What follows belongs to an exercise in optimizing a design on an open flow for small area; a production flow would make more cautious choices.
Only simulation tests tie the RTL to the original design; equivalence was not proved.
Power is estimated from default activity; no workload was simulated.

==> config.mk <==
export PLATFORM = sky130hd
export DESIGN_NAME = cic32
export DESIGN_NICKNAME = cic32
export VERILOG_FILES = /design/flow/design.v
export SDC_FILE = /design/flow/constraint.sdc
export NUM_CORES = 4
export LEC_CHECK = 0
export CAP_MARGIN = 20
export CORE_MARGIN = 2
export CORE_UTILIZATION = 40
export CTS_BUF_LIST = sky130_fd_sc_hd__clkbuf_4 sky130_fd_sc_hd__clkbuf_8
export SETUP_SLACK_MARGIN = 0.05
export SLEW_MARGIN = 20
==> constraint.sdc <==
create_clock -name core_clock -period 2.6 [get_ports {i_clk_high}]
set_input_delay 0.5200 -clock core_clock [delete_from_list [all_inputs] [get_ports {i_clk_high}]]
set_output_delay 0.5200 -clock core_clock [all_outputs]
set_load 0.01 [all_outputs]
==> run.sh <==
#!/bin/bash
# synth_recipe.tcl (not shown) runs the flow's synth.tcl, then flattens the netlist and writes it again
# the make line also repeats each setting of config.mk as NAME=value (left out here)
make -C /OpenROAD-flow-scripts/flow DESIGN_CONFIG=/design/flow/config.mk WORK_HOME=/design/flow/orfs CLKGATE_MAP_FILE= SYNTH_SCRIPT=/design/flow/synth_recipe.tcl finish
==> design.v <==
module cic32
    (
        input i_clk_high,
        input i_reset,
        input [7:0] i_signal,
        output reg o_clk_low,
        output [9:0] o_signal
    );
    reg [4:0] r_counter;
    reg [2:0] r_frames;             
    wire      w_last = (r_counter == 5'd31);
    always @(posedge i_clk_high or posedge i_reset)
        if (i_reset) begin
            r_counter <= 5'd0;
            o_clk_low <= 1'b0;
            r_frames  <= 3'd0;
        end else begin
            r_counter <= r_counter + 5'd1;
            o_clk_low <= w_last;
            if (w_last && r_frames != 3'd5)
                r_frames <= r_frames + 3'd1;
        end
    reg [25:0] r_int0;
    reg [20:0] r_int1;
    reg [15:0] r_int2;
    reg r_c0_8;    
    reg r_c0_13;    
    reg r_c0_18;    
    reg r_c0_23;    
    reg r_c1_3;    
    reg r_c1_8;    
    reg r_c1_13;    
    reg r_c1_18;    
    reg r_c2_3;    
    reg r_c2_8;    
    reg r_c2_13;    
    wire [25:0] w_in0 = {18'd0, i_signal};
    wire [20:0] w_in1 = r_int0[25:5];
    wire [15:0] w_in2 = r_int1[20:5];
    wire [25:0] w_s0;
    wire [25:0] w_k0;    
    assign w_s0[0] = r_int0[0] ^ w_in0[0];
    assign w_k0[0] = r_int0[0] & w_in0[0];
    assign w_s0[1] = r_int0[1] ^ w_in0[1] ^ w_k0[0];
    assign w_k0[1] = (r_int0[1] & w_in0[1]) | (r_int0[1] & w_k0[0]) | (w_in0[1] & w_k0[0]);
    assign w_s0[2] = r_int0[2] ^ w_in0[2] ^ w_k0[1];
    assign w_k0[2] = (r_int0[2] & w_in0[2]) | (r_int0[2] & w_k0[1]) | (w_in0[2] & w_k0[1]);
    assign w_s0[3] = r_int0[3] ^ w_in0[3] ^ w_k0[2];
    assign w_k0[3] = (r_int0[3] & w_in0[3]) | (r_int0[3] & w_k0[2]) | (w_in0[3] & w_k0[2]);
    assign w_s0[4] = r_int0[4] ^ w_in0[4] ^ w_k0[3];
    assign w_k0[4] = (r_int0[4] & w_in0[4]) | (r_int0[4] & w_k0[3]) | (w_in0[4] & w_k0[3]);
    assign w_s0[5] = r_int0[5] ^ w_in0[5] ^ w_k0[4];
    assign w_k0[5] = (r_int0[5] & w_in0[5]) | (r_int0[5] & w_k0[4]) | (w_in0[5] & w_k0[4]);
    assign w_s0[6] = r_int0[6] ^ w_in0[6] ^ w_k0[5];
    assign w_k0[6] = (r_int0[6] & w_in0[6]) | (r_int0[6] & w_k0[5]) | (w_in0[6] & w_k0[5]);
    assign w_s0[7] = r_int0[7] ^ w_in0[7] ^ w_k0[6];
    assign w_k0[7] = (r_int0[7] & w_in0[7]) | (r_int0[7] & w_k0[6]) | (w_in0[7] & w_k0[6]);
    assign w_s0[8] = r_int0[8] ^ r_c0_8;
    assign w_k0[8] = r_int0[8] & r_c0_8;
    assign w_s0[9] = r_int0[9] ^ w_k0[8];
    assign w_k0[9] = r_int0[9] & w_k0[8];
    assign w_s0[10] = r_int0[10] ^ w_k0[9];
    assign w_k0[10] = r_int0[10] & w_k0[9];
    assign w_s0[11] = r_int0[11] ^ w_k0[10];
    assign w_k0[11] = r_int0[11] & w_k0[10];
    assign w_s0[12] = r_int0[12] ^ w_k0[11];
    assign w_k0[12] = r_int0[12] & w_k0[11];
    assign w_s0[13] = r_int0[13] ^ r_c0_13;
    assign w_k0[13] = r_int0[13] & r_c0_13;
    assign w_s0[14] = r_int0[14] ^ w_k0[13];
    assign w_k0[14] = r_int0[14] & w_k0[13];
    assign w_s0[15] = r_int0[15] ^ w_k0[14];
    assign w_k0[15] = r_int0[15] & w_k0[14];
    assign w_s0[16] = r_int0[16] ^ w_k0[15];
    assign w_k0[16] = r_int0[16] & w_k0[15];
    assign w_s0[17] = r_int0[17] ^ w_k0[16];
    assign w_k0[17] = r_int0[17] & w_k0[16];
    assign w_s0[18] = r_int0[18] ^ r_c0_18;
    assign w_k0[18] = r_int0[18] & r_c0_18;
    assign w_s0[19] = r_int0[19] ^ w_k0[18];
    assign w_k0[19] = r_int0[19] & w_k0[18];
    assign w_s0[20] = r_int0[20] ^ w_k0[19];
    assign w_k0[20] = r_int0[20] & w_k0[19];
    assign w_s0[21] = r_int0[21] ^ w_k0[20];
    assign w_k0[21] = r_int0[21] & w_k0[20];
    assign w_s0[22] = r_int0[22] ^ w_k0[21];
    assign w_k0[22] = r_int0[22] & w_k0[21];
    assign w_s0[23] = r_int0[23] ^ r_c0_23;
    assign w_k0[23] = r_int0[23] & r_c0_23;
    assign w_s0[24] = r_int0[24] ^ w_k0[23];
    assign w_k0[24] = r_int0[24] & w_k0[23];
    assign w_s0[25] = r_int0[25] ^ w_k0[24];
    assign w_k0[25] = r_int0[25] & w_k0[24];
    wire [20:0] w_s1;
    wire [20:0] w_k1;    
    assign w_s1[0] = r_int1[0] ^ w_in1[0];
    assign w_k1[0] = r_int1[0] & w_in1[0];
    assign w_s1[1] = r_int1[1] ^ w_in1[1] ^ w_k1[0];
    assign w_k1[1] = (r_int1[1] & w_in1[1]) | (r_int1[1] & w_k1[0]) | (w_in1[1] & w_k1[0]);
    assign w_s1[2] = r_int1[2] ^ w_in1[2] ^ w_k1[1];
    assign w_k1[2] = (r_int1[2] & w_in1[2]) | (r_int1[2] & w_k1[1]) | (w_in1[2] & w_k1[1]);
    assign w_s1[3] = r_int1[3] ^ w_in1[3] ^ r_c1_3;
    assign w_k1[3] = (r_int1[3] & w_in1[3]) | (r_int1[3] & r_c1_3) | (w_in1[3] & r_c1_3);
    assign w_s1[4] = r_int1[4] ^ w_in1[4] ^ w_k1[3];
    assign w_k1[4] = (r_int1[4] & w_in1[4]) | (r_int1[4] & w_k1[3]) | (w_in1[4] & w_k1[3]);
    assign w_s1[5] = r_int1[5] ^ w_in1[5] ^ w_k1[4];
    assign w_k1[5] = (r_int1[5] & w_in1[5]) | (r_int1[5] & w_k1[4]) | (w_in1[5] & w_k1[4]);
    assign w_s1[6] = r_int1[6] ^ w_in1[6] ^ w_k1[5];
    assign w_k1[6] = (r_int1[6] & w_in1[6]) | (r_int1[6] & w_k1[5]) | (w_in1[6] & w_k1[5]);
    assign w_s1[7] = r_int1[7] ^ w_in1[7] ^ w_k1[6];
    assign w_k1[7] = (r_int1[7] & w_in1[7]) | (r_int1[7] & w_k1[6]) | (w_in1[7] & w_k1[6]);
    assign w_s1[8] = r_int1[8] ^ w_in1[8] ^ r_c1_8;
    assign w_k1[8] = (r_int1[8] & w_in1[8]) | (r_int1[8] & r_c1_8) | (w_in1[8] & r_c1_8);
    assign w_s1[9] = r_int1[9] ^ w_in1[9] ^ w_k1[8];
    assign w_k1[9] = (r_int1[9] & w_in1[9]) | (r_int1[9] & w_k1[8]) | (w_in1[9] & w_k1[8]);
    assign w_s1[10] = r_int1[10] ^ w_in1[10] ^ w_k1[9];
    assign w_k1[10] = (r_int1[10] & w_in1[10]) | (r_int1[10] & w_k1[9]) | (w_in1[10] & w_k1[9]);
    assign w_s1[11] = r_int1[11] ^ w_in1[11] ^ w_k1[10];
    assign w_k1[11] = (r_int1[11] & w_in1[11]) | (r_int1[11] & w_k1[10]) | (w_in1[11] & w_k1[10]);
    assign w_s1[12] = r_int1[12] ^ w_in1[12] ^ w_k1[11];
    assign w_k1[12] = (r_int1[12] & w_in1[12]) | (r_int1[12] & w_k1[11]) | (w_in1[12] & w_k1[11]);
    assign w_s1[13] = r_int1[13] ^ w_in1[13] ^ r_c1_13;
    assign w_k1[13] = (r_int1[13] & w_in1[13]) | (r_int1[13] & r_c1_13) | (w_in1[13] & r_c1_13);
    assign w_s1[14] = r_int1[14] ^ w_in1[14] ^ w_k1[13];
    assign w_k1[14] = (r_int1[14] & w_in1[14]) | (r_int1[14] & w_k1[13]) | (w_in1[14] & w_k1[13]);
    assign w_s1[15] = r_int1[15] ^ w_in1[15] ^ w_k1[14];
    assign w_k1[15] = (r_int1[15] & w_in1[15]) | (r_int1[15] & w_k1[14]) | (w_in1[15] & w_k1[14]);
    assign w_s1[16] = r_int1[16] ^ w_in1[16] ^ w_k1[15];
    assign w_k1[16] = (r_int1[16] & w_in1[16]) | (r_int1[16] & w_k1[15]) | (w_in1[16] & w_k1[15]);
    assign w_s1[17] = r_int1[17] ^ w_in1[17] ^ w_k1[16];
    assign w_k1[17] = (r_int1[17] & w_in1[17]) | (r_int1[17] & w_k1[16]) | (w_in1[17] & w_k1[16]);
    assign w_s1[18] = r_int1[18] ^ w_in1[18] ^ r_c1_18;
    assign w_k1[18] = (r_int1[18] & w_in1[18]) | (r_int1[18] & r_c1_18) | (w_in1[18] & r_c1_18);
    assign w_s1[19] = r_int1[19] ^ w_in1[19] ^ w_k1[18];
    assign w_k1[19] = (r_int1[19] & w_in1[19]) | (r_int1[19] & w_k1[18]) | (w_in1[19] & w_k1[18]);
    assign w_s1[20] = r_int1[20] ^ w_in1[20] ^ w_k1[19];
    assign w_k1[20] = (r_int1[20] & w_in1[20]) | (r_int1[20] & w_k1[19]) | (w_in1[20] & w_k1[19]);
    wire [15:0] w_s2;
    wire [15:0] w_k2;    
    assign w_s2[0] = r_int2[0] ^ w_in2[0];
    assign w_k2[0] = r_int2[0] & w_in2[0];
    assign w_s2[1] = r_int2[1] ^ w_in2[1] ^ w_k2[0];
    assign w_k2[1] = (r_int2[1] & w_in2[1]) | (r_int2[1] & w_k2[0]) | (w_in2[1] & w_k2[0]);
    assign w_s2[2] = r_int2[2] ^ w_in2[2] ^ w_k2[1];
    assign w_k2[2] = (r_int2[2] & w_in2[2]) | (r_int2[2] & w_k2[1]) | (w_in2[2] & w_k2[1]);
    assign w_s2[3] = r_int2[3] ^ w_in2[3] ^ r_c2_3;
    assign w_k2[3] = (r_int2[3] & w_in2[3]) | (r_int2[3] & r_c2_3) | (w_in2[3] & r_c2_3);
    assign w_s2[4] = r_int2[4] ^ w_in2[4] ^ w_k2[3];
    assign w_k2[4] = (r_int2[4] & w_in2[4]) | (r_int2[4] & w_k2[3]) | (w_in2[4] & w_k2[3]);
    assign w_s2[5] = r_int2[5] ^ w_in2[5] ^ w_k2[4];
    assign w_k2[5] = (r_int2[5] & w_in2[5]) | (r_int2[5] & w_k2[4]) | (w_in2[5] & w_k2[4]);
    assign w_s2[6] = r_int2[6] ^ w_in2[6] ^ w_k2[5];
    assign w_k2[6] = (r_int2[6] & w_in2[6]) | (r_int2[6] & w_k2[5]) | (w_in2[6] & w_k2[5]);
    assign w_s2[7] = r_int2[7] ^ w_in2[7] ^ w_k2[6];
    assign w_k2[7] = (r_int2[7] & w_in2[7]) | (r_int2[7] & w_k2[6]) | (w_in2[7] & w_k2[6]);
    assign w_s2[8] = r_int2[8] ^ w_in2[8] ^ r_c2_8;
    assign w_k2[8] = (r_int2[8] & w_in2[8]) | (r_int2[8] & r_c2_8) | (w_in2[8] & r_c2_8);
    assign w_s2[9] = r_int2[9] ^ w_in2[9] ^ w_k2[8];
    assign w_k2[9] = (r_int2[9] & w_in2[9]) | (r_int2[9] & w_k2[8]) | (w_in2[9] & w_k2[8]);
    assign w_s2[10] = r_int2[10] ^ w_in2[10] ^ w_k2[9];
    assign w_k2[10] = (r_int2[10] & w_in2[10]) | (r_int2[10] & w_k2[9]) | (w_in2[10] & w_k2[9]);
    assign w_s2[11] = r_int2[11] ^ w_in2[11] ^ w_k2[10];
    assign w_k2[11] = (r_int2[11] & w_in2[11]) | (r_int2[11] & w_k2[10]) | (w_in2[11] & w_k2[10]);
    assign w_s2[12] = r_int2[12] ^ w_in2[12] ^ w_k2[11];
    assign w_k2[12] = (r_int2[12] & w_in2[12]) | (r_int2[12] & w_k2[11]) | (w_in2[12] & w_k2[11]);
    assign w_s2[13] = r_int2[13] ^ w_in2[13] ^ r_c2_13;
    assign w_k2[13] = (r_int2[13] & w_in2[13]) | (r_int2[13] & r_c2_13) | (w_in2[13] & r_c2_13);
    assign w_s2[14] = r_int2[14] ^ w_in2[14] ^ w_k2[13];
    assign w_k2[14] = (r_int2[14] & w_in2[14]) | (r_int2[14] & w_k2[13]) | (w_in2[14] & w_k2[13]);
    assign w_s2[15] = r_int2[15] ^ w_in2[15] ^ w_k2[14];
    assign w_k2[15] = (r_int2[15] & w_in2[15]) | (r_int2[15] & w_k2[14]) | (w_in2[15] & w_k2[14]);
    always @(posedge i_clk_high or posedge i_reset)
        if (i_reset) begin
            r_int0 <= 26'd0;
            r_c0_8 <= 1'b0;
            r_c0_13 <= 1'b0;
            r_c0_18 <= 1'b0;
            r_c0_23 <= 1'b0;
            r_int1 <= 21'd0;
            r_c1_3 <= 1'b0;
            r_c1_8 <= 1'b0;
            r_c1_13 <= 1'b0;
            r_c1_18 <= 1'b0;
            r_int2 <= 16'd0;
            r_c2_3 <= 1'b0;
            r_c2_8 <= 1'b0;
            r_c2_13 <= 1'b0;
        end else begin
            {r_c0_8, r_int0[7:0]} <= {1'b0, r_int0[7:0]} + {1'b0, w_in0[7:0]} + 1'b0;
            r_int0[12:8] <= w_s0[12:8];
            r_c0_13 <= w_k0[12];
            r_int0[17:13] <= w_s0[17:13];
            r_c0_18 <= w_k0[17];
            r_int0[22:18] <= w_s0[22:18];
            r_c0_23 <= w_k0[22];
            r_int0[25:23] <= w_s0[25:23];
            r_int1[2:0] <= w_s1[2:0];
            r_c1_3 <= w_k1[2];
            r_int1[7:3] <= w_s1[7:3];
            r_c1_8 <= w_k1[7];
            r_int1[12:8] <= w_s1[12:8];
            r_c1_13 <= w_k1[12];
            r_int1[17:13] <= w_s1[17:13];
            r_c1_18 <= w_k1[17];
            r_int1[20:18] <= w_s1[20:18];
            r_int2[2:0] <= w_s2[2:0];
            r_c2_3 <= w_k2[2];
            r_int2[7:3] <= w_s2[7:3];
            r_c2_8 <= w_k2[7];
            r_int2[12:8] <= w_s2[12:8];
            r_c2_13 <= w_k2[12];
            r_int2[15:13] <= w_s2[15:13];
        end
    reg [47:0] r_xr;
    always @(posedge i_clk_high) begin
        r_xr <= {r_xr[46:0], r_xr[47]};
        if (r_counter == 5'd0) begin
            r_xr[14] <= r_int2[2];
        end
        if (r_counter == 5'd1) begin
            r_xr[14] <= r_int2[3];
            r_xr[13] <= r_int2[4];
            r_xr[12] <= r_int2[5];
            r_xr[11] <= r_int2[6];
            r_xr[10] <= r_int2[7];
        end
        if (r_counter == 5'd2) begin
            r_xr[10] <= r_int2[8];
            r_xr[9] <= r_int2[9];
            r_xr[8] <= r_int2[10];
            r_xr[7] <= r_int2[11];
            r_xr[6] <= r_int2[12];
        end
        if (r_counter == 5'd3) begin
            r_xr[6] <= r_int2[13];
            r_xr[5] <= r_int2[14];
            r_xr[4] <= r_int2[15];
        end
    end
    wire w_old = (r_frames >= 3'd3);    
    wire w_p1  = (r_counter == 5'd1);
    wire w_p3  = (r_counter == 5'd3);
    wire w_p5  = (r_counter == 5'd5);
    reg  r_k1, r_k2, r_k3, r_s1, r_s2;
    wire a1 = r_xr[14];
    wire b1 = ~(r_xr[30] & w_old);
    wire c1 = w_p1 | r_k1;
    wire s1 = a1 ^ b1 ^ c1;
    reg [63:0] r_cr;
    wire w_wr1 = (r_counter >= 5'd3) && (r_counter <= 5'd15);
    wire w_wr2 = (r_counter >= 5'd5) && (r_counter <= 5'd16);
    wire a2 = r_s1;
    wire b2 = ~(r_cr[63] & w_old);
    wire c2 = w_p3 | r_k2;
    wire s2 = a2 ^ b2 ^ c2;
    wire a3 = r_s2;
    wire b3 = ~(r_cr[15] & w_old);
    wire c3 = w_p5 | r_k3;
    wire s3 = a3 ^ b3 ^ c3;
    always @(posedge i_clk_high) begin
        r_s1 <= s1;
        r_s2 <= s2;
        r_k1 <= (a1 & b1) | (a1 & c1) | (b1 & c1);
        r_k2 <= (a2 & b2) | (a2 & c2) | (b2 & c2);
        r_k3 <= (a3 & b3) | (a3 & c3) | (b3 & c3);
        r_cr <= {r_cr[62:0], r_cr[63]};
        if (w_wr1) r_cr[0]  <= r_s1;
        if (w_wr2) r_cr[16] <= r_s2;
    end
    reg [41:0] r_or;
    wire w_wr3 = (r_counter >= 5'd7) && (r_counter <= 5'd16);
    always @(posedge i_clk_high) begin
        r_or <= {r_or[40:0], r_or[41]};
        if (w_wr3) r_or[0] <= s3;
    end
    wire w_valid = (r_frames == 3'd5);
    genvar g;
    generate
        for (g = 0; g < 10; g = g + 1) begin : g_out
            assign o_signal[g] = r_or[36 - g] & w_valid;
        end
    endgenerate
endmodule
==> impl_metrics.ini, run 1 <==
[timing]
setup_tns_ns = 0
finalSetupViolCount = 0
drv_slew = 0
period_share_pct = 93.49
hold_violations = 0
tightest_slew_ns = 0.4593
worst_clock_skew_ns = 0.02270
slew_headroom_pct = 69.17
rsz0062_at_grt = false
setup_ws_ns = 0.1692
period_needed_ns = 2.431
worst_hold_slack_ns = 0.3107
max_clock_freq_ghz = 0.4114

[layout]
n_antenna_cell = 0
drive_gt1_share_pct = 15.14
final_nets = 642
syn_to_final_growth_pct = 17.95
multi_input_area_mm2 = 0.001876
fillers = 1574
register_area_mm2 = 0.005260

[pwr]
internal_power_w = 0.006805
p_leak_nw = 4.130
clock_power_share_pct = 36.6
p_per_area_mw_per_mm2 = 1034
total_power_w = 0.009068
vdd_drop_max_uv = 487.8
netSwitchingPower_w = 0.002263
sequentialPowerShare_pct = 50.8
p_sw_share_pct = 24.96
pwr-share-comb_pct = 12.6

[detailed_routing]
drc_errors = 0
routed_via_density = 4.180
vias = 3415
wl_per_cell_um = 11.42
first_pass_iters = 4
ant_nets = 0
finalWirelength_um = 9327
drtIter0Drc = 132

[yosys]
synth_common_cells = dfxtp_1, dfrtp_1, inv_1, fa_1, ha_1
postSynth.asyncResetShare_pct = 34.30
avgSynthCellArea_um2 = 14.85
synthFlopType = dfxtp_1
synth-seq-cells = 242
yosysTopAreaCell = dfxtp_1
yosysUniqueCellTypes = 34
synth-edff-count = 0
synth-warning-count = 1
syn_nets = 584
synthTopCellsByArea = dfxtp_1, dfrtp_1, fa_1
synthCells = 501
syn_area_mm2 = 0.007438
ys_seq_area_share_pct = 70.71
synth_top_area_share_pct = 42.79
synth_most_common_cell = dfxtp_1

[critical_path]
arrival_ns = 1.91
crit_type = reg2out
crit_path_max_fanout = 12
required_ns = 2.08
endpoint_kind = output pin
start_kind = flip-flop

[global_route]
grt_pass1_vias = 3826
grt_max_degree = 84
antenna_found_initial = 0
grt_pass1_wl_um = 17130
grt.overflow.total = 0
grt_usage_pct = 10.59

[clock_tree]
clock_latency_ns = 0.52
cts_root_buffer = clkbuf_8
cts_buffer_depth = 3
clock-sinks = 242
clk_pin_slew_ns = 0.06
cts_inserted_buffers = 39
postCtsSetupBuffers = 0
htree_levels = 2
cts_tree = yes

[floorplan]
start_util_pct = 41.13
die_x_um = 140.4
coreArea_mm2 = 0.01809
rows = 49
io_pins = 21
die-area_mm2 = 0.01970
die-height_um = 140.4

[flow_run]
drv_cap = 0

[placement]
numPortBuffers = 20
dpl_worst_slack_ns = 0.1219
gp_congestion = 0.7685
hpwl_um = 5720

[min_path]
hp-class = reg2reg

[outcome]
status = timing/DRC/antenna clean
==> kinds of logic after synthesis <==
kind of cell	synth area share, %
adder cells (fa/ha/maj)	16.01
XOR/XNOR	1.648
flip-flops	70.71
AO/OA/AOI/OAI	2.204
buffers and inverters	4.272
AND/OR/NAND/NOR	3.499
multiplexers	1.648
==> registers in the layout, indices dropped and copies added (netlist names), 3 cells and up <==
name,cells
r_xr,48
r_counter,5
r_int1,21
r_or,42
r_frames,3
r_cr,64
r_int2,16
r_int0,26
==> cells in the final DEF, fill, tap and decap left out, drive strengths merged, types with 11 or more instances in the layout <==
master	n
and3	11
clkbuf	62
clkdlybuf4s50	20
dfrtp	83
dfxtp	159
fa	37
ha	36
inv	81
nand2	17
xnor2	11
==> critical path, stage by stage, from the launching register on <==
cell	delay (ns)
dfrtp_1	0.41
inv_1	0.11
ha_4	0.19
and3_1	0.17
clkdlybuf4s50_1	0.54
==> timing repair <==
item                                    4_1_cts  5_1_grt
gates resized for setup                       1        4
endpoints found under the setup margin       10       14
hold buffers                                  0        0
pin swaps                                     0        0
cloned                                        0        0
==> layout make-up <==
type | count | area share (%)
sequential | 242 | 59.95
multi-input combinational | 175 | 21.38
clock buffer | 62 | 8.514
inverter | 80 | 3.465
tap | 229 | 3.266
timing repair buffer | 21 | 2.510
clock inverter | 8 | 0.9127
==> metrics by stage <==
stage / instance area [um^2] / utilization [%] / std cells
after floorplan: 7442 / - / 501
after global placement: 7931 / 43.85 / 747
after detailed placement: 7931 / 43.85 / 747
after CTS: 8761 / 48.44 / 817
after global routing: 8773 / 48.51 / 817
final: 8773 / 48.51 / 817
==> final timing paths <==
path | from | to | slack (ns) | depth (start not counted)
worst max-delay path | r_frames[1] | o_signal[9] | 0.17 | 4
worst min-delay path | r_cr[2] | r_cr[3] | 0.31 | 0
worst max register to register | r_int1[8] | r_int2[7] | 0.17 | 9
worst min register to register | r_cr[2] | r_cr[3] | 0.31 | 0
max in group asynchronous | i_reset | r_int2[3] | 1.78 | 3
min in group asynchronous | i_reset | r_int1[10] | 0.47 | 3
==> power by group through the flow <==
stage	clock (W)	combinational (W)	sequential (W)
floorplan	0	0.000919	0.00460
global placement	0	0.00107	0.00467
detailed placement	0	0.00118	0.00469
CTS	0.00344	0.00118	0.00462
global route	0.00363	0.00144	0.00468
finish	0.00332	0.00114	0.00461
==> routing by layer <==
layer	wire (um)	GRT usage, %	share of wire, %	vias up
li1	-	-	-	1676
met1	4424	13.63	47	1657
met2	4200	16.31	45	57
met3	467	3.350	5.0	25
met4	235	5.157	2.5	0
met5	0	0	0	-
==> run 2: changes to the inputs <==
==> flow/run.sh (new file) <==
#!/bin/bash
cp standard.sh standard_copy.txt
export CTS_ARGS="-sink_clustering_enable -repair_clock_nets -dont_use_dummy_load -buf_list {sky130_fd_sc_hd__clkbuf_4 sky130_fd_sc_hd__clkbuf_8}"
bash standard.sh > standard.log 2>&1
==> standard.sh (new file) <==
#!/bin/bash
# synth_recipe.tcl (not shown) runs the flow's synth.tcl, then flattens the netlist and writes it again
# the make line also repeats each setting of config.mk as NAME=value (left out here)
make -C /OpenROAD-flow-scripts/flow DESIGN_CONFIG=/design/flow/config.mk WORK_HOME=/design/flow/orfs CLKGATE_MAP_FILE= SYNTH_SCRIPT=/design/flow/synth_recipe.tcl "${@:-finish}"
removed: run.sh
==> impl_metrics.ini, run 2 <==
[global_route]
met1_usage_pct = 13.39
grtUsageMet3_pct = 3.385
use_met2_pct = 15.51
grt_usage_pct = 10.37
antenna_found_initial = 0
grt-busiest-layer = met2
grt_pass1_vias = 3723
grt_max_degree = 84
grt_pass1_wl_um = 16590
grt.overflow.total = 0

[critical_path]
r2r-end = r_int2[7]
crit_type = reg2reg
r2r_cells = 9
crit_path_max_fanout = 2
endpoint_kind = flip-flop
crit_chain = inv_1 -> fa_1 -> inv_1 -> fa_1 -> fa_1 -> fa_1 -> inv_1 -> fa_1 -> inv_1
required_ns = 3.00
start_kind = flip-flop
arrival_ns = 2.83
max_stage_delay_ns = 0.40
critPathTopFamily = adder cells
cp_common_cell = fa_1
critical_path.slowest_cell = fa_1
path_buf_inv = 4
r2r-start = r_int2[3]
r2r_slack_ns = 0.17

[detailed_routing]
first_pass_iters = 4
ant_nets = 0
wl_per_cell_um = 11.48
vias = 3355
drtIter0Drc = 144
finalWirelength_um = 9024
routed_via_density = 4.268
drc_errors = 0

[layout]
largest_register_ffs = 64
top_regs = r_cr x64, r_xr x48, r_or x42
regMostFlops = r_cr
finish.utilization_pct = 46.89
n_antenna_cell = 0
layoutNonFillerInstCount = 786
syn_to_final_growth_pct = 14.01
drive_gt1_share_pct = 10.23
final_cell_mix = dfxtp_1, dfrtp_1, inv_1, clkbuf_8, fa_1
fillers = 1594
layout_commonest_cell = dfxtp_1
final_nets = 642

[clock_tree]
clk_pin_slew_ns = 0.05
clock-sinks = 242
cts_inserted_buffers = 39
cts_hold_buf = 0
htree_levels = 2
clock_latency_ns = 0.52
cts_root_buffer = clkbuf_8
cts_tree = yes
cts_buffer_depth = 3

[timing]
period_needed_ns = 2.431
slew_headroom_pct = 69.37
max_clock_freq_ghz = 0.4114
worst_clock_skew_ns = 0.05370
setup_tns_ns = 0
rsz0062_at_grt = true
tightest_slew_ns = 0.4563
hold_violations = 0
setup_ws_ns = 0.1695
finalSetupViolCount = 0
drv_slew = 0
period_share_pct = 93.48

[yosys]
syn_area_mm2 = 0.007438
avgSynthCellArea_um2 = 14.85
synth-edff-count = 0
synth-seq-cells = 242
syn_nets = 584
ys_seq_area_share_pct = 70.71
synthTopCellsByArea = dfxtp_1, dfrtp_1, fa_1
synth_most_common_cell = dfxtp_1
postSynth.asyncResetShare_pct = 34.30
synth-warning-count = 1
yosysTopAreaCell = dfxtp_1
synth_top_area_share_pct = 42.79
synthFlopType = dfxtp_1
synth_common_cells = dfxtp_1, dfrtp_1, inv_1, fa_1, ha_1
yosysUniqueCellTypes = 34
synthCells = 501

[pwr]
total_power_w = 0.008258
p_per_area_mw_per_mm2 = 973.7
p_leak_nw = 3.968
vdd_drop_max_uv = 396.2

[floorplan]
rows = 49
coreArea_mm2 = 0.01809
die-height_um = 140.4
start_util_pct = 41.13
die_x_um = 140.4
die-area_mm2 = 0.01970
io_pins = 21

[min_path]
hold_end = r_xr[0]
hp-class = reg2reg
hp-start = r_xr[47]
min_path_cells = 0

[placement]
dpl_worst_slack_ns = 0.1219
hpwl_um = 5720
numPortBuffers = 20
dpl.cell_count = 747
gp_congestion = 0.7685

[flow_run]
drv_cap = 0

[outcome]
status = timing/DRC/antenna clean
## run 2: cell counts after synthesis
Identical to the previous run, type by type.
## run 2: routing by layer
metal	vias up	wire length, um
li1	1643	-
met1	1624	4275
met2	64	3976
met3	24	497
met4	0	274
met5	-	0
## run 2: cell type report
| class | count | area [um^2] | area share [%] |
|---|---|---|---|
| Sequential cell | 242 | 5260 | 62.02 |
| Multi-Input combinational cell | 175 | 1873 | 22.09 |
| Clock buffer | 39 | 536.8 | 6.329 |
| Inverter | 80 | 304.0 | 3.585 |
| Tap cell | 229 | 286.5 | 3.379 |
| Timing Repair Buffer | 21 | 220.2 | 2.597 |
## run 2: logic make-up (layout without fill, tap and decap cells)
family                   count (synthesis)  after routing  share of synthesized area (%)
AO/OA/AOI/OAI                           28             28                          2.204
XOR/XNOR                                14             14                          1.648
adder cells (fa/ha/maj)                 73             73                          16.01
buffers and inverters                   84            140                          4.272
flip-flops                             242            242                          70.71
multiplexers                            11             11                          1.648
AND/OR/NAND/NOR                         49             49                          3.499
## run 2: through the flow
stage | instance area, um^2 | hold slack [ns]
detailed placement | 7931 | 0.3121
global placement | 7931 | 0.3103
global route | 8481 | 0.3035
CTS | 8471 | 0.2844
floorplan | 7442 | 0.3096
finish | 8481 | 0.2844
## run 2: repair_timing
item,in CTS,in global routing
setup endpoints to repair,10,11
gates resized for setup,1,3
cloned,0,0
setup buffers,0,0
## run 2: report_power, final
part	switching (W)	internal (W)	leakage, nW	total [W]
combinational	0.000615	0.000526	1.34	0.00114
sequential	0.000263	0.00434	2.35	0.00461
clock	0.00119	0.00132	0.280	0.00251
total	0.00207	0.00619	3.97	0.00826
## run 2: how the worst max path moves through the flow
stage                           start           to  slack, ns  cells after the start
after floorplan            r_int1[13]   r_int2[12]       0.27                      9
after global placement     r_int1[13]   r_int2[12]       0.21                      9
after detailed placement   r_int1[13]   r_int2[12]       0.12                      9
after CTS                 r_frames[1]  o_signal[2]       0.06                      4
after global routing       r_int0[13]   r_int1[12]       0.04                      9
final                       r_int2[3]    r_int2[7]       0.17                      9
==> run 3: changes to the inputs <==
==> flow/run.sh (replaced) <==
#!/bin/bash
export CTS_ARGS="-sink_clustering_enable -repair_clock_nets -dont_use_dummy_load -sink_clustering_size 30 -sink_clustering_max_diameter 100 -buf_list {sky130_fd_sc_hd__clkbuf_16}"
bash standard.sh > standard.log 2>&1
==> impl_metrics.ini, run 3 <==
[layout]
final_nets = 616
largest_register_ffs = 64
final_area_mm2 = 0.008254
layout_commonest_cell = dfxtp_1
top_regs = r_cr x64, r_xr x48, r_or x42
final_cell_mix = dfxtp_1, dfrtp_1, inv_1, fa_1, ha_1
regMostFlops = r_cr
drive_gt1_share_pct = 6.026
syn_to_final_growth_pct = 10.97
finish.utilization_pct = 45.64
n_antenna_cell = 0

[timing]
period_needed_ns = 2.428
drv_slew = 0
setup_ws_ns = 0.1721
hold_violations = 0
finalSetupViolCount = 0
rsz0062_at_grt = true
period_share_pct = 93.38
worst_clock_skew_ns = 0.07239
slew_headroom_pct = 69.17
setup_tns_ns = 0
max_clock_freq_ghz = 0.4119
tightest_slew_ns = 0.4593

[floorplan]
io_pins = 21
die-height_um = 140.4
die-area_mm2 = 0.01970
coreArea_mm2 = 0.01809
rows = 49
die_x_um = 140.4
start_util_pct = 41.13

[critical_path]
crit_start = r_int1[13]
r2r_slack_ns = 0.17
start_kind = flip-flop
r2r-start = r_int1[13]
crit_type = reg2reg
r2r_cells = 9
endpoint_kind = flip-flop
arrival_ns = 2.85
required_ns = 3.02
crit_path_max_fanout = 2
r2r-end = r_int2[12]
crit_end = r_int2[12]

[clock_tree]
cts_root_buffer = clkbuf_16
cts_tree = yes
htree_levels = 1
clock_latency_ns = 0.47
clk_pin_slew_ns = 0.10
cts_hold_buf = 0
clock-sinks = 242
cts_buffer_depth = 3
cts_inserted_buffers = 12

[yosys]
synthTopCellsByArea = dfxtp_1, dfrtp_1, fa_1
synth-edff-count = 0
synthSimpleGateAreaFrac_pct = 3.499
synth_fa_ha_area_share_pct = 16.01
synth_common_cells = dfxtp_1, dfrtp_1, inv_1, fa_1, ha_1
synth-seq-cells = 242
synth_compound_area_share_pct = 2.204
yosysUniqueCellTypes = 34
yosysTopAreaCell = dfxtp_1
synthCells = 501
synth-xor-area-share_pct = 1.648
syn_nets = 584
ys_seq_area_share_pct = 70.71
postSynth.asyncResetShare_pct = 34.30
synth_top_family_by_area = adder cells
synth_top_area_share_pct = 42.79
synth-warning-count = 1
avgSynthCellArea_um2 = 14.85
synth_most_common_cell = dfxtp_1
synthFlopType = dfxtp_1
synthMuxAreaShare_pct = 1.648
syn_area_mm2 = 0.007438

[min_path]
min_path_cells = 0
hp-class = reg2reg

[pwr]
p_per_area_mw_per_mm2 = 919.9
vdd_drop_max_uv = 564.9
p_leak_nw = 3.839

[global_route]
use_met2_pct = 14.96
grt_max_degree = 84
grt-busiest-layer = met2
grt_pass1_vias = 3423
grtUsageMet3_pct = 2.496
antenna_found_initial = 0
met1_usage_pct = 13.39
grt_pass1_wl_um = 15660
grt_usage_pct = 9.650
grt.overflow.total = 0

[detailed_routing]
finalWirelength_um = 8548
ant_nets = 0
first_pass_iters = 4
wl_per_cell_um = 11.25
drtIter0Drc = 93
drc_errors = 0
vias = 3227
routed_via_density = 4.246

[placement]
dpl_cell_area_mm2 = 0.007931
hpwl_um = 5720
dpl_worst_slack_ns = 0.1219
gp_congestion = 0.7685
numPortBuffers = 20

[flow_run]
drv_cap = 0

[outcome]
status = timing/DRC/antenna clean
==> run 3: metal layers <==
layer,part of all wire [%],vias up
li1,-,1598
met1,49,1579
met2,44,37
met3,4.1,13
met4,2.4,0
met5,0,-
==> run 3: logic make-up (layout without fill, tap and decap cells) <==
group / after synthesis / in the layout
mux: 11 / 11
buf+inv: 84 / 114
flops: 242 / 242
compound gates: 28 / 28
simple gates: 49 / 49
xor+xnor: 14 / 14
fa+ha+maj: 73 / 73
==> run 3: critical path: stages, from the launching register on <==
cell,delay (ns)
dfrtp_1,0.39
inv_2,0.08
fa_1,0.16
inv_1,0.05
fa_1,0.37
fa_1,0.39
fa_1,0.38
inv_1,0.09
fa_1,0.42
inv_1,0.06
==> run 3: cell type report <==
class | count | area [um^2]
fillers | 1605 | 9832
clock buffers | 12 | 300.3
flip-flops and latches | 242 | 5260
repair buffers | 22 | 227.7
multi-input cells | 175 | 1876
inverters | 80 | 304.0
well taps | 229 | 286.5
==> run 3: how the worst min path moves through the flow <==
| stage | from | to | slack (ns) |
|---|---|---|---|
| after global routing | r_xr[23] | r_xr[24] | 0.32 |
| after global placement | r_cr[1] | r_cr[2] | 0.31 |
| final | r_xr[23] | r_xr[24] | 0.32 |
| after CTS | r_xr[23] | r_xr[24] | 0.32 |
| after floorplan | r_cr[9] | r_cr[10] | 0.31 |
| after detailed placement | r_cr[14] | r_cr[15] | 0.31 |
==> run 3: stage by stage <==
stage / hold WS (ns) / cells / total power, W
final: 0.3208 / 760 / 0.007593
after global routing: 0.3227 / 760 / 0.008204
after CTS: 0.3182 / 759 / 0.007756
after detailed placement: 0.3121 / 747 / 0.005866
after global placement: 0.3103 / 747 / 0.005745
after floorplan: 0.3096 / 501 / 0.005519
==> run 3: what timing repair did <==
action                                 CTS  global route
gates resized for setup                  1             4
cloned                                   0             0
setup endpoints to repair                5            12
setup buffers                            0             1
pin swaps                                0             0
endpoints found under the hold margin    0             0
==> run 3: where the power goes <==
part / switching, W / internal, W / leakage (nW)
combinational: 0.000617 / 0.000529 / 1.34
clock: 0.00103 / 0.000831 / 0.148
sequential: 0.000261 / 0.00433 / 2.35
==> run 4: changes to the inputs <==
==> flow/run.sh (replaced) <==
#!/bin/bash
export CTS_ARGS="-sink_clustering_enable -repair_clock_nets -dont_use_dummy_load -sink_clustering_size 20 -sink_clustering_max_diameter 80 -buf_list {sky130_fd_sc_hd__clkbuf_8}"
bash standard.sh > standard.log 2>&1
==> impl_metrics.ini, run 4 <==
[global_route]
use_met2_pct = 15.12
grt_pass1_wl_um = 15870
met1_usage_pct = 13.46
antenna_found_initial = 0
grt_max_degree = 84
grtUsageMet3_pct = 2.735
grt_pass1_vias = 3435
grt-busiest-layer = met2
grt_usage_pct = 9.746
grt.overflow.total = 0

[critical_path]
r2r-start = r_int2[3]
r2r-end = r_int2[7]
crit_type = reg2reg
crit_chain = inv_1 -> fa_1 -> inv_1 -> fa_1 -> fa_1 -> fa_1 -> inv_1 -> fa_1 -> inv_1
endpoint_kind = flip-flop
arrival_ns = 2.87
required_ns = 3.04
crit_path_max_fanout = 2
r2r_slack_ns = 0.16
critical_path.slowest_cell = dfrtp_1
max_stage_delay_ns = 0.40
r2r_cells = 9
start_kind = flip-flop
cp_common_cell = fa_1

[timing]
finalSetupViolCount = 0
slew_headroom_pct = 69.17
max_clock_freq_ghz = 0.4107
drv_slew = 0
hold_violations = 0
rsz0062_at_grt = false
tightest_slew_ns = 0.4593
period_needed_ns = 2.435
worst_clock_skew_ns = 0.04773
setup_tns_ns = 0
period_share_pct = 93.66

[yosys]
avgSynthCellArea_um2 = 14.85
syn_area_mm2 = 0.007438
synthTopCellsByArea = dfxtp_1, dfrtp_1, fa_1
synth-edff-count = 0
ys_seq_area_share_pct = 70.71
postSynth.asyncResetShare_pct = 34.30
synth_top_area_share_pct = 42.79
synthCells = 501
synthFlopType = dfxtp_1
synth_common_cells = dfxtp_1, dfrtp_1, inv_1, fa_1, ha_1
synth_most_common_cell = dfxtp_1
synth-warning-count = 1
yosysTopAreaCell = dfxtp_1
syn_nets = 584
yosysUniqueCellTypes = 34
synth-seq-cells = 242

[outcome]
status = timing/DRC/antenna clean

[pwr]
vdd_drop_max_uv = 421.2
p_per_area_mw_per_mm2 = 894.9
p_leak_nw = 3.811

[floorplan]
start_util_pct = 41.13
io_pins = 21
die-height_um = 140.4
coreArea_mm2 = 0.01809
die_x_um = 140.4
die-area_mm2 = 0.01970
rows = 49

[detailed_routing]
first_pass_iters = 4
finalWirelength_um = 8647
drtIter0Drc = 88
vias = 3234
routed_via_density = 4.227
drc_errors = 0
ant_nets = 0
wl_per_cell_um = 11.30

[placement]
dpl.cell_count = 747
gp_congestion = 0.7685
numPortBuffers = 20
hpwl_um = 5720
dpl_cell_area_mm2 = 0.007931

[layout]
largest_register_ffs = 64
layoutNonFillerInstCount = 765
drive_gt1_share_pct = 6.903
layout_commonest_cell = dfxtp_1
final_nets = 621
final_area_mm2 = 0.008182
syn_to_final_growth_pct = 9.992
final_cell_mix = dfxtp_1, dfrtp_1, inv_1, fa_1, ha_1
top_regs = r_cr x64, r_xr x48, r_or x42
n_antenna_cell = 0
regMostFlops = r_cr

[min_path]
min_path_cells = 0
hp-start = r_cr[18]
hold_end = r_cr[19]
hp-class = reg2reg

[clock_tree]
clock_latency_ns = 0.49
clk_pin_slew_ns = 0.11
cts_tree = yes
htree_levels = 1
clock-sinks = 242
cts_root_buffer = clkbuf_8
cts_buffer_depth = 3
cts_inserted_buffers = 16

[flow_run]
drv_cap = 0
run 4: cell types whose count changed in the layout (fill, tap and decap cells not counted):
| cell | change |
|---|---|
| clkbuf_16 | -12 |
| buf_4 | +1 |
| clkbuf_8 | +16 |
run 4: worst max path at each step:
stage | start | to | slack, ns | depth (start not counted)
2_1_floorplan | r_int1[13] | r_int2[12] | 0.27 | 9
3_3_place_gp | r_int1[13] | r_int2[12] | 0.21 | 9
3_5_place_dp | r_int1[13] | r_int2[12] | 0.12 | 9
4_1_cts | r_frames[1] | o_signal[2] | 0.05 | 4
5_1_grt | r_frames[1] | o_signal[7] | 0.05 | 4
6_report | r_int2[3] | r_int2[7] | 0.16 | 9
run 4: critical path, delay by kind of cell (launching register included):
kind | cells | cell delay, ns
adders and majority gates | 5 | 1.72
DFF | 1 | 0.40
buffers and inverters | 4 | 0.26
run 4: report_power, final:
| group | total [W] | switching (W) | internal, W |
|---|---|---|---|
| Clock | 0.00157 | 0.00101 | 0.000560 |
| Combinational | 0.00116 | 0.000620 | 0.000539 |
| Sequential | 0.00459 | 0.000262 | 0.00433 |
| Total | 0.00732 | 0.00189 | 0.00543 |
run 4: repair_timing:
action                                  4_1_cts  5_1_grt
hold buffers                                  0        0
cloned                                        0        0
endpoints found under the setup margin       10       14
setup buffers                                 0        2
gates resized for setup                       1        4
run 4: cell type report:
cell class / count / area [um^2]
multi-input combinational: 175 / 1876
sequential: 242 / 5260
timing repair buffer: 23 / 235.2
tap: 229 / 286.5
clock buffer: 16 / 220.2
fill: 1619 / 9905
inverter: 80 / 304.0
run 4: routing by layer:
metal	vias up	wire length, um	part of all wire (%)
met3	16	372	4.3
met4	0	223	2.6
li1	1599	-	-
met5	-	0	0
met2	47	3758	43
met1	1572	4292	50
run 4: logic make-up (layout without fill, tap and decap cells):
kind of cell	count (synthesis)	in the layout	share of synthesized area (%)
AND/OR/NAND/NOR	49	49	3.499
AO/OA/AOI/OAI	28	28	2.204
flip-flops	242	242	70.71
multiplexers	11	11	1.648
buffers and inverters	84	119	4.272
XOR/XNOR	14	14	1.648
adder cells (fa/ha/maj)	73	73	16.01
run 4: stage by stage:
stage	worst slack [ns]	hold WS, ns	total power [W]	util, %
global placement	0.2058	0.3103	0.005745	43.85
finish	0.1649	0.3343	0.007322	45.24
floorplan	0.2660	0.3096	0.005519	-
CTS	0.05104	0.3235	0.007464	45.08
global route	0.05303	0.3430	0.007939	45.24
detailed placement	0.1219	0.3121	0.005866	43.85
==> run 5: changes to the inputs <==
==> flow/run.sh (replaced) <==
#!/bin/bash
# The standard layout with three changes:
#  - after the standard synthesis, full adders that Yosys mapped with all
#    inputs and outputs inverted are flipped (fa is self-dual) so the inverters
#    cancel (flow/fa_polarity.py; registers are not touched);
#  - CTS adds no dummy loads and clusters up to 20 sinks per leaf buffer;
#  - ports are buffered with buf_2 instead of delay cells.
set -euo pipefail
export CTS_ARGS="-sink_clustering_enable -repair_clock_nets -dont_use_dummy_load -sink_clustering_size 20 -sink_clustering_max_diameter 80 -buf_list {sky130_fd_sc_hd__clkbuf_8}"
export BUFFER_PORTS_ARGS="-buffer_cell sky130_fd_sc_hd__buf_2"
bash standard.sh synth > synth.log 2>&1
R=orfs/results/sky130hd/cic32/base
cp $R/1_2_yosys.v standard_synth.v
python3 flow/fa_polarity.py standard_synth.v $R/1_2_yosys.v > fa_polarity.log 2>&1
rm -f $R/1_synth.odb $R/1_synth.sdc
bash standard.sh > layout.log 2>&1
==> flow/fa_polarity.py (new file) <==
#!/usr/bin/env python3
"""Remove inverters around full adders in a Yosys netlist.

Yosys's extract_fa sometimes maps a full adder as fa(~a, ~b, ~c) followed by
inverters on SUM and COUT. A full adder is self-dual (fa(~a,~b,~c) gives
~SUM, ~COUT), so such a cell can take the uninverted inputs and the inverters
move to its outputs, where they often cancel against the next cell's input
inverters. This pass flips a full adder whenever that lowers the number of
inverters, then removes double inversions and unused inverters. Registers are
left untouched.

usage: fa_polarity.py IN.v OUT.v
"""
import re
import sys

OUTPINS = {'Y', 'X', 'Q', 'Q_N', 'SUM', 'COUT', 'HI', 'LO'}
INV = 'sky130_fd_sc_hd__inv_1'

src = open(sys.argv[1]).read()
cell_re = re.compile(r'^(\s*)(sky130_fd_sc_hd__\w+)\s+(\S+)\s*\((.*?)\);\s*$', re.S | re.M)
pin_re = re.compile(r'\.(\w+)\(\s*([^()]*?)\s*\)')

cells = {}
order = []
for m in cell_re.finditer(src):
    typ, name, body = m.group(2), m.group(3), m.group(4)
    pins = {p: n for p, n in pin_re.findall(body)}
    cells[name] = [typ, pins]
    order.append(name)
first = cell_re.search(src).start()
last_end = [m.end() for m in cell_re.finditer(src)][-1]
head, tail = src[:first], src[last_end:]

# nets that must stay as they are: ports and anything used in assigns
keep = set()
for line in (head + tail).splitlines():
    line = line.strip()
    if line.startswith('assign'):
        for tok in re.findall(r'(\\\S+\s|[A-Za-z_][\w$]*(?:\[\d+\])?)', line[6:]):
            keep.add(tok.strip())
    if line.startswith(('input', 'output', 'inout')):
        nm = line.rstrip(';').split()[-1]
        keep.add(nm)
# port buses: keep every bit
portnames = set(re.findall(r'^\s*(?:input|output|inout)\s+(?:\[[^\]]*\]\s*)?(\S+?);', head + tail, re.M))

def is_kept(net):
    base = net.split('[')[0].strip()
    return net in keep or base in portnames or base in keep

newnets = []
cnt = [0]

def newnet():
    cnt[0] += 1
    n = '_fapol%d_' % cnt[0]
    newnets.append(n)
    return n

def build():
    drv, loads = {}, {}
    for name, (typ, pins) in cells.items():
        for p, n in pins.items():
            if p in OUTPINS:
                drv[n] = (name, p)
            else:
                loads.setdefault(n, []).append((name, p))
    return drv, loads

def cleanup():
    changed = True
    while changed:
        changed = False
        drv, loads = build()
        for name in list(cells):
            if name not in cells:
                continue
            typ, pins = cells[name]
            if typ != INV:
                continue
            out, inp = pins['Y'], pins['A']
            if is_kept(out):
                continue
            if not loads.get(out):
                del cells[name]
                changed = True
                continue
            d = drv.get(inp)
            if d and cells[d[0]][0] == INV:
                src_net = cells[d[0]][1]['A']
                for (c, p) in loads[out]:
                    cells[c][1][p] = src_net
                del cells[name]
                changed = True
        if changed:
            continue

def ninv():
    return sum(1 for t, _ in cells.values() if t == INV)

def flip(fa):
    typ, pins = cells[fa]
    drv, loads = build()
    for p in ('A', 'B', 'CIN'):
        d = drv.get(pins[p])
        if not d or cells[d[0]][0] != INV:
            # feed an inverter of the current input
            n = newnet()
            cells['_fapol_i%d_' % cnt[0]] = [INV, {'A': pins[p], 'Y': n}]
            pins[p] = n
        else:
            pins[p] = cells[d[0]][1]['A']
    for p in ('SUM', 'COUT'):
        old = pins[p]
        n = newnet()
        pins[p] = n
        cells['_fapol_o%d_' % cnt[0]] = [INV, {'A': n, 'Y': old}]

import copy
cleanup()
start = ninv()
improved = True
while improved:
    improved = False
    for name in list(cells):
        if name not in cells or not cells[name][0].startswith('sky130_fd_sc_hd__fa_'):
            continue
        saved = (copy.deepcopy(cells), list(newnets), cnt[0])
        before = ninv()
        flip(name)
        cleanup()
        if ninv() < before:
            improved = True
        else:
            cells.clear(); cells.update(saved[0]); newnets[:] = saved[1]; cnt[0] = saved[2]
sys.stderr.write('fa_polarity: inverters %d -> %d\n' % (start, ninv()))

out = []
for name, (typ, pins) in cells.items():
    body = ',\n'.join('    .%s(%s%s)' % (p, n, ' ' if n.startswith('\\') else '') for p, n in pins.items())
    out.append('  %s %s (\n%s\n  );' % (typ, name, body))
wires = ''.join('  wire %s;\n' % n for n in newnets)
open(sys.argv[2], 'w').write(head.rstrip() + '\n' + wires + '\n'.join(out) + '\n' + tail)
==> impl_metrics.ini, run 5 <==
[outcome]
status = timing/DRC/antenna clean

[global_route]
grt.overflow.total = 0
grt_usage_pct = 10.03
antenna_found_initial = 0
grt_pass1_wl_um = 15880
grt_pass1_vias = 3295
grt_max_degree = 46

[detailed_routing]
wl_per_cell_um = 12.53
finalWirelength_um = 8781
drc_errors = 0
route.met3.wl_um = 353
ant_nets = 0
dr_wl_met2_um = 3874
first_pass_iters = 4
drtIter0Drc = 105
vias = 3033
highest_layer = met4
routed_via_density = 4.327
wl_met1_um = 4368

[yosys]
avgSynthCellArea_um2 = 16.56
syn_area_mm2 = 0.007187
syn_nets = 517
synth-warning-count = 1
synthCells = 434

[flow_run]
drv_cap = 0

[pwr]
p_leak_nw = 3.575
p_per_area_mw_per_mm2 = 919.3
total_power_w = 0.007237
vdd_drop_max_uv = 562.6

[timing]
period_share_pct = 96.22
rsz0062_at_grt = true
hold_violations = 0
drv_slew = 0
slew_headroom_pct = 72.38
finalSetupViolCount = 0
max_clock_freq_ghz = 0.3997
setup_tns_ns = 0
setup_ws_ns = 0.09826
period_needed_ns = 2.502
worst_hold_slack_ns = 0.2489
tightest_slew_ns = 0.4115
worst_clock_skew_ns = 0.04987

[layout]
layout_commonest_cell = dfxtp_1
drive_gt1_share_pct = 14.41
finish.utilization_pct = 44.28
fillers = 1599
largest_register_ffs = 64
final_cell_mix = dfxtp_1, dfrtp_1, ha_1, fa_1, buf_2
final_nets = 557
syn_to_final_growth_pct = 9.540
top_regs = r_cr x64, r_xr x48, r_or x42
regMostFlops = r_cr
n_antenna_cell = 0

[critical_path]
cp_common_cell = fa_1
r2r_slack_ns = 0.1
r2r_cells = 5
crit_path_max_fanout = 2
critical_path.slowest_cell = fa_1
arrival_ns = 2.87
endpoint_kind = flip-flop
crit_chain = fa_2 -> fa_2 -> fa_1 -> fa_1 -> fa_1
crit_type = reg2reg
crit_end = r_int1[7]
max_stage_delay_ns = 0.43
required_ns = 2.97
start_kind = flip-flop
crit_start = r_int0[8]
r2r-end = r_int1[7]
r2r-start = r_int0[8]

[placement]
dpl_worst_slack_ns = -0.006936
hpwl_um = 5830
numPortBuffers = 20
gp_congestion = 0.7803

[floorplan]
die-height_um = 138.0
io_pins = 21
start_util_pct = 40.42
rows = 49
die_x_um = 138.0
coreArea_mm2 = 0.01778
die-area_mm2 = 0.01906

[clock_tree]
cts_buffer_depth = 3
clock-sinks = 242
cts_root_buffer = clkbuf_8
clk_pin_slew_ns = 0.12
cts_tree = yes
clock_latency_ns = 0.49
cts_inserted_buffers = 16
htree_levels = 1

[min_path]
hp-class = in2reg
[run 5: worst min path at each step]
stage / start / end / cells past startpoint
after floorplan: r_cr[9] / r_cr[10] / 0
after global placement: r_cr[1] / r_cr[2] / 0
after detailed placement: r_xr[47] / r_xr[0] / 0
after CTS: i_signal[0] / r_int0[0] / 2
after global routing: i_signal[0] / r_int0[0] / 2
final: i_signal[0] / r_int0[0] / 2
[run 5: stage by stage]
step           cells  cell area, um^2
6_report         701             7873
5_1_grt          701             7873
4_1_cts          700             7850
3_5_place_dp     681             7587
3_3_place_gp     681             7587
2_1_floorplan    434             7191
[run 5: cell type report]
type	instances	area, um^2	area share (%)
multi-input combinational	175	1893	24.05
tap	229	286.5	3.640
timing repair buffer	26	160.2	2.034
inverter	13	52.55	0.6675
sequential	242	5260	66.81
clock buffer	16	220.2	2.797
[run 5: worst max-delay path, delay by kind of cell, from the launching register on]
kind	cells	cell delay, ns
adders and majority gates	5	1.96
DFF	1	0.42
[run 5: power breakdown]
part	total (W)	internal [W]	switching (W)
sequential	0.00467	0.00433	0.000338
clock	0.00157	0.000560	0.00101
combinational	0.000996	0.000511	0.000484
total	0.00724	0.00540	0.00184
[run 5: routing by layer]
metal  vias to the layer above  track usage (%)
met5                         -                0
met2                        35            15.32
met4                         0            2.793
li1                       1477                -
met3                        16            2.736
met1                      1505            14.25
[run 5: repair_timing]
action                                 CTS  global route
gates resized for setup                  7             6
hold buffers                             1             0
endpoints found under the hold margin   11             0
setup buffers                            2             1
setup endpoints to repair                7             8
==> run 6: changes to the inputs <==
--- a/design.v
+++ b/design.v
@@ -213,5 +213,5 @@
         end
-    reg [47:0] r_xr;
+    reg [45:0] r_xr;
     always @(posedge i_clk_high) begin
-        r_xr <= {r_xr[46:0], r_xr[47]};
+        r_xr <= {r_xr[44:0], r_xr[45]};
         if (r_counter == 5'd0) begin
@@ -245,3 +245,3 @@
     wire a1 = r_xr[14];
-    wire b1 = ~(r_xr[30] & w_old);
+    wire b1 = ~(r_xr[32] & w_old);
     wire c1 = w_p1 | r_k1;
@@ -273,3 +273,3 @@
         r_or <= {r_or[40:0], r_or[41]};
-        if (w_wr3) r_or[0] <= s3;
+        if (w_wr3) r_or[0] <= ~s3;
     end
@@ -279,3 +279,3 @@
         for (g = 0; g < 10; g = g + 1) begin : g_out
-            assign o_signal[g] = r_or[36 - g] & w_valid;
+            assign o_signal[g] = ~(r_or[36 - g] | ~w_valid);
         end
--- a/flow/run.sh
+++ b/flow/run.sh
@@ -5,6 +5,6 @@
 #    cancel (flow/fa_polarity.py; registers are not touched);
-#  - CTS adds no dummy loads and clusters up to 20 sinks per leaf buffer;
+#  - CTS adds no dummy loads and clusters up to 16 sinks per leaf buffer;
 #  - ports are buffered with buf_2 instead of delay cells.
 set -euo pipefail
-export CTS_ARGS="-sink_clustering_enable -repair_clock_nets -dont_use_dummy_load -sink_clustering_size 20 -sink_clustering_max_diameter 80 -buf_list {sky130_fd_sc_hd__clkbuf_8}"
+export CTS_ARGS="-sink_clustering_enable -repair_clock_nets -dont_use_dummy_load -sink_clustering_size 16 -sink_clustering_max_diameter 70 -buf_list {sky130_fd_sc_hd__clkbuf_8}"
 export BUFFER_PORTS_ARGS="-buffer_cell sky130_fd_sc_hd__buf_2"
--- a/config.mk
+++ b/config.mk
@@ -10,4 +10,3 @@
 export CORE_UTILIZATION = 40
-export CTS_BUF_LIST = sky130_fd_sc_hd__clkbuf_4 sky130_fd_sc_hd__clkbuf_8
-export SETUP_SLACK_MARGIN = 0.05
+export SETUP_SLACK_MARGIN = 0.0
 export SLEW_MARGIN = 20
==> impl_metrics.ini, run 6 <==
[critical_path]
critical_path.slowest_cell = fa_1
r2r_cells = 5
r2r-start = r_int0[8]
r2r-end = r_int1[7]
start_kind = flip-flop
cp_common_cell = fa_1
path_buf_inv = 0
r2r_slack_ns = 0.07
crit_type = reg2reg
max_stage_delay_ns = 0.44
crit_chain = fa_1 -> fa_2 -> fa_1 -> fa_1 -> fa_1
crit_path_max_fanout = 2
required_ns = 2.98
arrival_ns = 2.91
critPathTopFamily = adder cells
endpoint_kind = flip-flop

[flow_run]
drv_cap = 0

[clock_tree]
clock-sinks = 240
cts_hold_buf = 0
cts_buffer_depth = 3
htree_levels = 1
clk_pin_slew_ns = 0.10
cts_tree = yes
clock_latency_ns = 0.50
cts_inserted_buffers = 18
cts_root_buffer = clkbuf_8

[global_route]
antenna_found_initial = 0
grt_pass1_vias = 3159
grt_max_degree = 32
grt_usage_pct = 9.800
grt.overflow.total = 0
grt_pass1_wl_um = 14630

[layout]
layout_commonest_cell = dfxtp_1
regMostFlops = r_cr
syn_to_final_growth_pct = 9.495
n_antenna_cell = 0
fillers = 1515
largest_register_ffs = 64
final_cell_mix = dfxtp_1, dfrtp_1, ha_1, fa_1, buf_2
top_regs = r_cr x64, r_xr x46, r_or x42
final_nets = 553
drive_gt1_share_pct = 14.32

[floorplan]
die-height_um = 137.5
io_pins = 21
coreArea_mm2 = 0.01736
start_util_pct = 41.08
die-area_mm2 = 0.01891
die_x_um = 137.5
rows = 48

[detailed_routing]
vias = 2971
first_pass_iters = 4
wl_per_cell_um = 12.15
finalWirelength_um = 8422
drc_errors = 0
drtIter0Drc = 77
ant_nets = 0
routed_via_density = 4.287

[placement]
gp_congestion = 0.7204
hpwl_um = 5643
numPortBuffers = 20

[pwr]
p_per_area_mw_per_mm2 = 920.4
p_leak_nw = 3.523
vdd_drop_max_uv = 448.6
total_power_w = 0.007185

[timing]
period_share_pct = 97.27
max_clock_freq_ghz = 0.3954
slew_headroom_pct = 58.02
period_needed_ns = 2.529
drv_slew = 0
finalSetupViolCount = 0
worst_hold_slack_ns = 0.08979
tightest_slew_ns = 0.6284
hold_violations = 0
worst_clock_skew_ns = 0.01030

[yosys]
synthCells = 430
syn_nets = 513
avgSynthCellArea_um2 = 16.58
synth-warning-count = 1
syn_area_mm2 = 0.007129

[outcome]
status = timing/DRC/antenna clean

[min_path]
hp-class = in2async
==> run 6: changes by cell type in the layout (fill, tap and decap cells not counted), moves of 3 or more <==
cell and delta:
and2_1 +4, and3_1 -9, fa_1 +3, fa_2 -3, nand2_1 -5, nor2_1 +9, o21ai_1 +3
==> run 6: per-layer routing <==
layer	wire, um	GRT usage (%)	part of all wire, %
met1	4193	13.79	50
met5	0	0	0
met4	248	3.494	2.9
met2	3671	14.76	44
met3	309	2.502	3.7
==> run 6: cell type report <==
| cell class | instances | area (um^2) | share of cell area [%] |
|---|---|---|---|
| Sequential cell | 240 | 5220 | 66.87 |
| Multi-Input combinational cell | 171 | 1851 | 23.71 |
| Tap cell | 225 | 281.5 | 3.606 |
| Clock buffer | 18 | 247.7 | 3.174 |
| Timing Repair Buffer | 25 | 150.1 | 1.923 |
| Inverter | 14 | 56.30 | 0.7213 |
==> run 6: worst register-to-register path: cells and delay by family, from the launching register on <==
family / cells / cell delay [ns]
adder cells (fa/ha/maj): 5 / 2.00
flip-flops: 1 / 0.41
==> run 6: worst max path at each step <==
stage | from | to | cells after the start
2_1_floorplan | r_int1[13] | r_int2[12] | 5
3_3_place_gp | r_int1[13] | r_int2[12] | 5
3_5_place_dp | r_int1[13] | r_int2[12] | 5
4_1_cts | r_int0[8] | r_int1[7] | 5
5_1_grt | r_int0[8] | r_int1[7] | 5
6_report | r_int0[8] | r_int1[7] | 5
==> run 6: repair_timing <==
item,in CTS,in global routing
endpoints found under the hold margin,0,0
setup endpoints to repair,4,5
buffers inserted,1,1
pin swaps,0,0
gates resized for setup,3,7
==> run 6: metrics by stage <==
stage	util, %	worst slack, ns	std cells	instance area [um^2]	TNS (ns)
floorplan	-	0.08363	430	7133	0
global route	44.98	-0.006647	693	7806	-0.006647
global placement	43.32	0.03594	673	7518	0
CTS	44.83	0.004171	692	7781	0
detailed placement	43.32	-0.02618	673	7518	-0.02618
finish	44.98	0.07088	693	7806	0
==> run 6: power by group <==
group / total (W) / switching, W / internal, W
sequential: 0.00461 / 0.000315 / 0.00430
combinational: 0.000920 / 0.000443 / 0.000477
clock: 0.00165 / 0.00102 / 0.000625
==> run 7: changes to the inputs <==
==> flow/run.sh (replaced) <==
#!/bin/bash
# The standard layout with three changes:
#  - after the standard synthesis, full adders that Yosys mapped with all
#    inputs and outputs inverted are flipped (fa is self-dual) so the inverters
#    cancel (flow/fa_polarity.py; registers are not touched);
#  - CTS adds no dummy loads and clusters up to 18 sinks per leaf buffer;
#  - ports are buffered with buf_1 instead of delay cells.
set -euo pipefail
export CTS_ARGS="-sink_clustering_enable -repair_clock_nets -dont_use_dummy_load -sink_clustering_size 18 -sink_clustering_max_diameter 60 -buf_list {sky130_fd_sc_hd__clkbuf_8}"
export BUFFER_PORTS_ARGS="-buffer_cell sky130_fd_sc_hd__buf_1"
bash standard.sh synth > synth.log 2>&1
R=orfs/results/sky130hd/cic32/base
cp $R/1_2_yosys.v standard_synth.v
python3 flow/fa_polarity.py standard_synth.v $R/1_2_yosys.v > fa_polarity.log 2>&1
rm -f $R/1_synth.odb $R/1_synth.sdc
bash standard.sh > layout.log 2>&1
==> impl_metrics.ini, run 7 <==
[critical_path]
arrival_ns = 2.88
critical_path.slowest_cell = dfrtp_1
required_ns = 2.95
crit_start = r_int1[13]
r2r-start = r_int1[13]
max_stage_delay_ns = 0.44
crit_chain = fa_1 -> fa_1 -> fa_2 -> fa_1 -> fa_1
cp_common_cell = fa_1
r2r-end = r_int1[17]
crit_type = reg2reg
r2r_slack_ns = 0.07
r2r_cells = 5
crit_end = r_int1[17]
start_kind = flip-flop
endpoint_kind = flip-flop
crit_path_max_fanout = 2

[global_route]
grt_usage_pct = 9.853
antenna_found_initial = 0
grt_pass1_vias = 3093
grt_max_degree = 46
grt.overflow.total = 0
grt_pass1_wl_um = 14810

[timing]
drv_slew = 0
finalSetupViolCount = 0
max_clock_freq_ghz = 0.3945
period_needed_ns = 2.535
setup_tns_ns = 0
setup_ws_ns = 0.06515
rsz0062_at_grt = false
period_share_pct = 97.49
worst_clock_skew_ns = 0.03605
tightest_slew_ns = 0.6202
slew_headroom_pct = 58.56
hold_violations = 0

[pwr]
total_power_w = 0.007141
p_per_area_mw_per_mm2 = 920.8
p_leak_nw = 3.444
vdd_drop_max_uv = 552.7

[floorplan]
io_pins = 21
die-height_um = 137.5
die-area_mm2 = 0.01891
rows = 48
die_x_um = 137.5
coreArea_mm2 = 0.01736
start_util_pct = 41.08

[clock_tree]
cts_inserted_buffers = 17
cts_buffer_depth = 3
cts_root_buffer = clkbuf_8
cts_tree = yes
clock_latency_ns = 0.49
clock-sinks = 240
htree_levels = 1
clk_pin_slew_ns = 0.10
cts_hold_buf = 0

[layout]
top_regs = r_cr x64, r_xr x46, r_or x42
final_nets = 551
final_cell_mix = dfxtp_1, dfrtp_1, ha_1, fa_1, buf_1
multi_input_area_mm2 = 0.001846
n_antenna_cell = 0
drive_gt1_share_pct = 9.227
final_area_mm2 = 0.007755
syn_to_final_growth_pct = 8.775
regMostFlops = r_cr
fillers = 1526
register_area_mm2 = 0.005220
layout_commonest_cell = dfxtp_1
largest_register_ffs = 64

[placement]
hpwl_um = 5616
gp_congestion = 0.7081
numPortBuffers = 20
dpl_worst_slack_ns = -0.01557
dpl_cell_area_mm2 = 0.007486

[outcome]
status = timing/DRC/antenna clean

[yosys]
synthCells = 430
avgSynthCellArea_um2 = 16.58
synth-warning-count = 1
syn_nets = 513
syn_area_mm2 = 0.007129

[detailed_routing]
routed_via_density = 4.294
vias = 2967
drc_errors = 0
drtIter0Drc = 109
wl_per_cell_um = 11.95
finalWirelength_um = 8259
first_pass_iters = 3
ant_nets = 0

[flow_run]
drv_cap = 0

[min_path]
hp-class = in2async
## run 7: final cells by class
type	count	share of cell area, %
inverters	14	0.7260
flip-flops and latches	240	67.31
repair buffers	24	1.517
multi-input cells	171	23.80
well taps	225	3.630
clock buffers	17	3.017
## run 7: timing repair
item                                    4_1_cts  5_1_grt
resized for setup                             3        5
gates cloned                                  0        0
buffers inserted                              1        1
endpoints found under the setup margin        3        5
endpoints found under the hold margin         0        0
## run 7: how the worst min path moves through the flow
stage | start | endpoint | cells past startpoint
6_report | i_reset | o_clk_low | 2
3_5_place_dp | r_xr[26] | r_xr[27] | 0
2_1_floorplan | r_cr[9] | r_cr[10] | 0
4_1_cts | i_reset | o_clk_low | 2
5_1_grt | i_reset | o_clk_low | 2
3_3_place_gp | r_or[26] | r_or[27] | 0
## run 7: where the power goes
part	internal (W)	switching (W)	leakage, nW	total (W)
Sequential	0.00430	0.000321	2.33	0.00462
Combinational	0.000481	0.000448	0.991	0.000929
Clock	0.000593	0.000998	0.122	0.00159
## run 7: routing by layer
| layer | global-route usage (%) | up-vias | part of all wire [%] |
|---|---|---|---|
| li1 | - | 1444 | - |
| met1 | 14.14 | 1474 | 50 |
| met2 | 14.90 | 35 | 44 |
| met3 | 2.612 | 14 | 4.1 |
| met4 | 2.577 | 0 | 2.3 |
| met5 | 0 | - | 0 |
## run 7: critical path: cells and delay by family (launching register included)
family / cells / cell delay, ns
adder cells (fa/ha/maj): 5 / 1.98
flip-flops: 1 / 0.44
## run 7: per-stage QoR
stage                     cells  utilization (%)  hold slack, ns
after floorplan             430                -          0.3096
after global placement      672            43.13          0.3114
after detailed placement    672            43.13          0.3121
after CTS                   690            44.56         0.09137
after global routing        691            44.68          0.1071
final                       691            44.68         0.08994

static timing again, ports no longer ideal:
The results above use ideal ports. As a check the final layouts listed here were re-extracted and re-timed, cells and wires unchanged. Step 1: set_driving_cell puts a clkbuf_16 on i_clk_high and a buf_2 on each other input, an assumption about the parent block. Step 2 moves the port delays by t, midway between the first and last clock arrival at a register: inputs arrive t later, outputs are due t later. That takes back most of the time a late clock gives input paths. Slacks: ideal ports / drivers / drivers and shift; pairs: ideal ports / drivers.
run	shift t [ns]	setup slack, ns	worst register clock-pin slew, ns
run 1	0.547	0.169 / 0.132 / 0.146	0.06 / 0.06
run 2	0.530	0.169 / 0.149 / 0.129	0.06 / 0.06
run 3	0.481	0.172 / 0.165 / 0.172	0.11 / 0.11
run 4	0.502	0.165 / 0.139 / 0.165	0.12 / 0.12
run 5	0.506	0.098 / 0.098 / 0.098	0.12 / 0.12
run 6	0.528	0.071 / 0.071 / 0.071	0.10 / 0.10
run 7	0.504	0.065 / 0.065 / 0.065	0.10 / 0.10
After both steps every run listed still meets setup and hold. The setup slack of run 2, which loses most, moves by -0.020 ns with the drivers and by -0.040 ns with both steps.
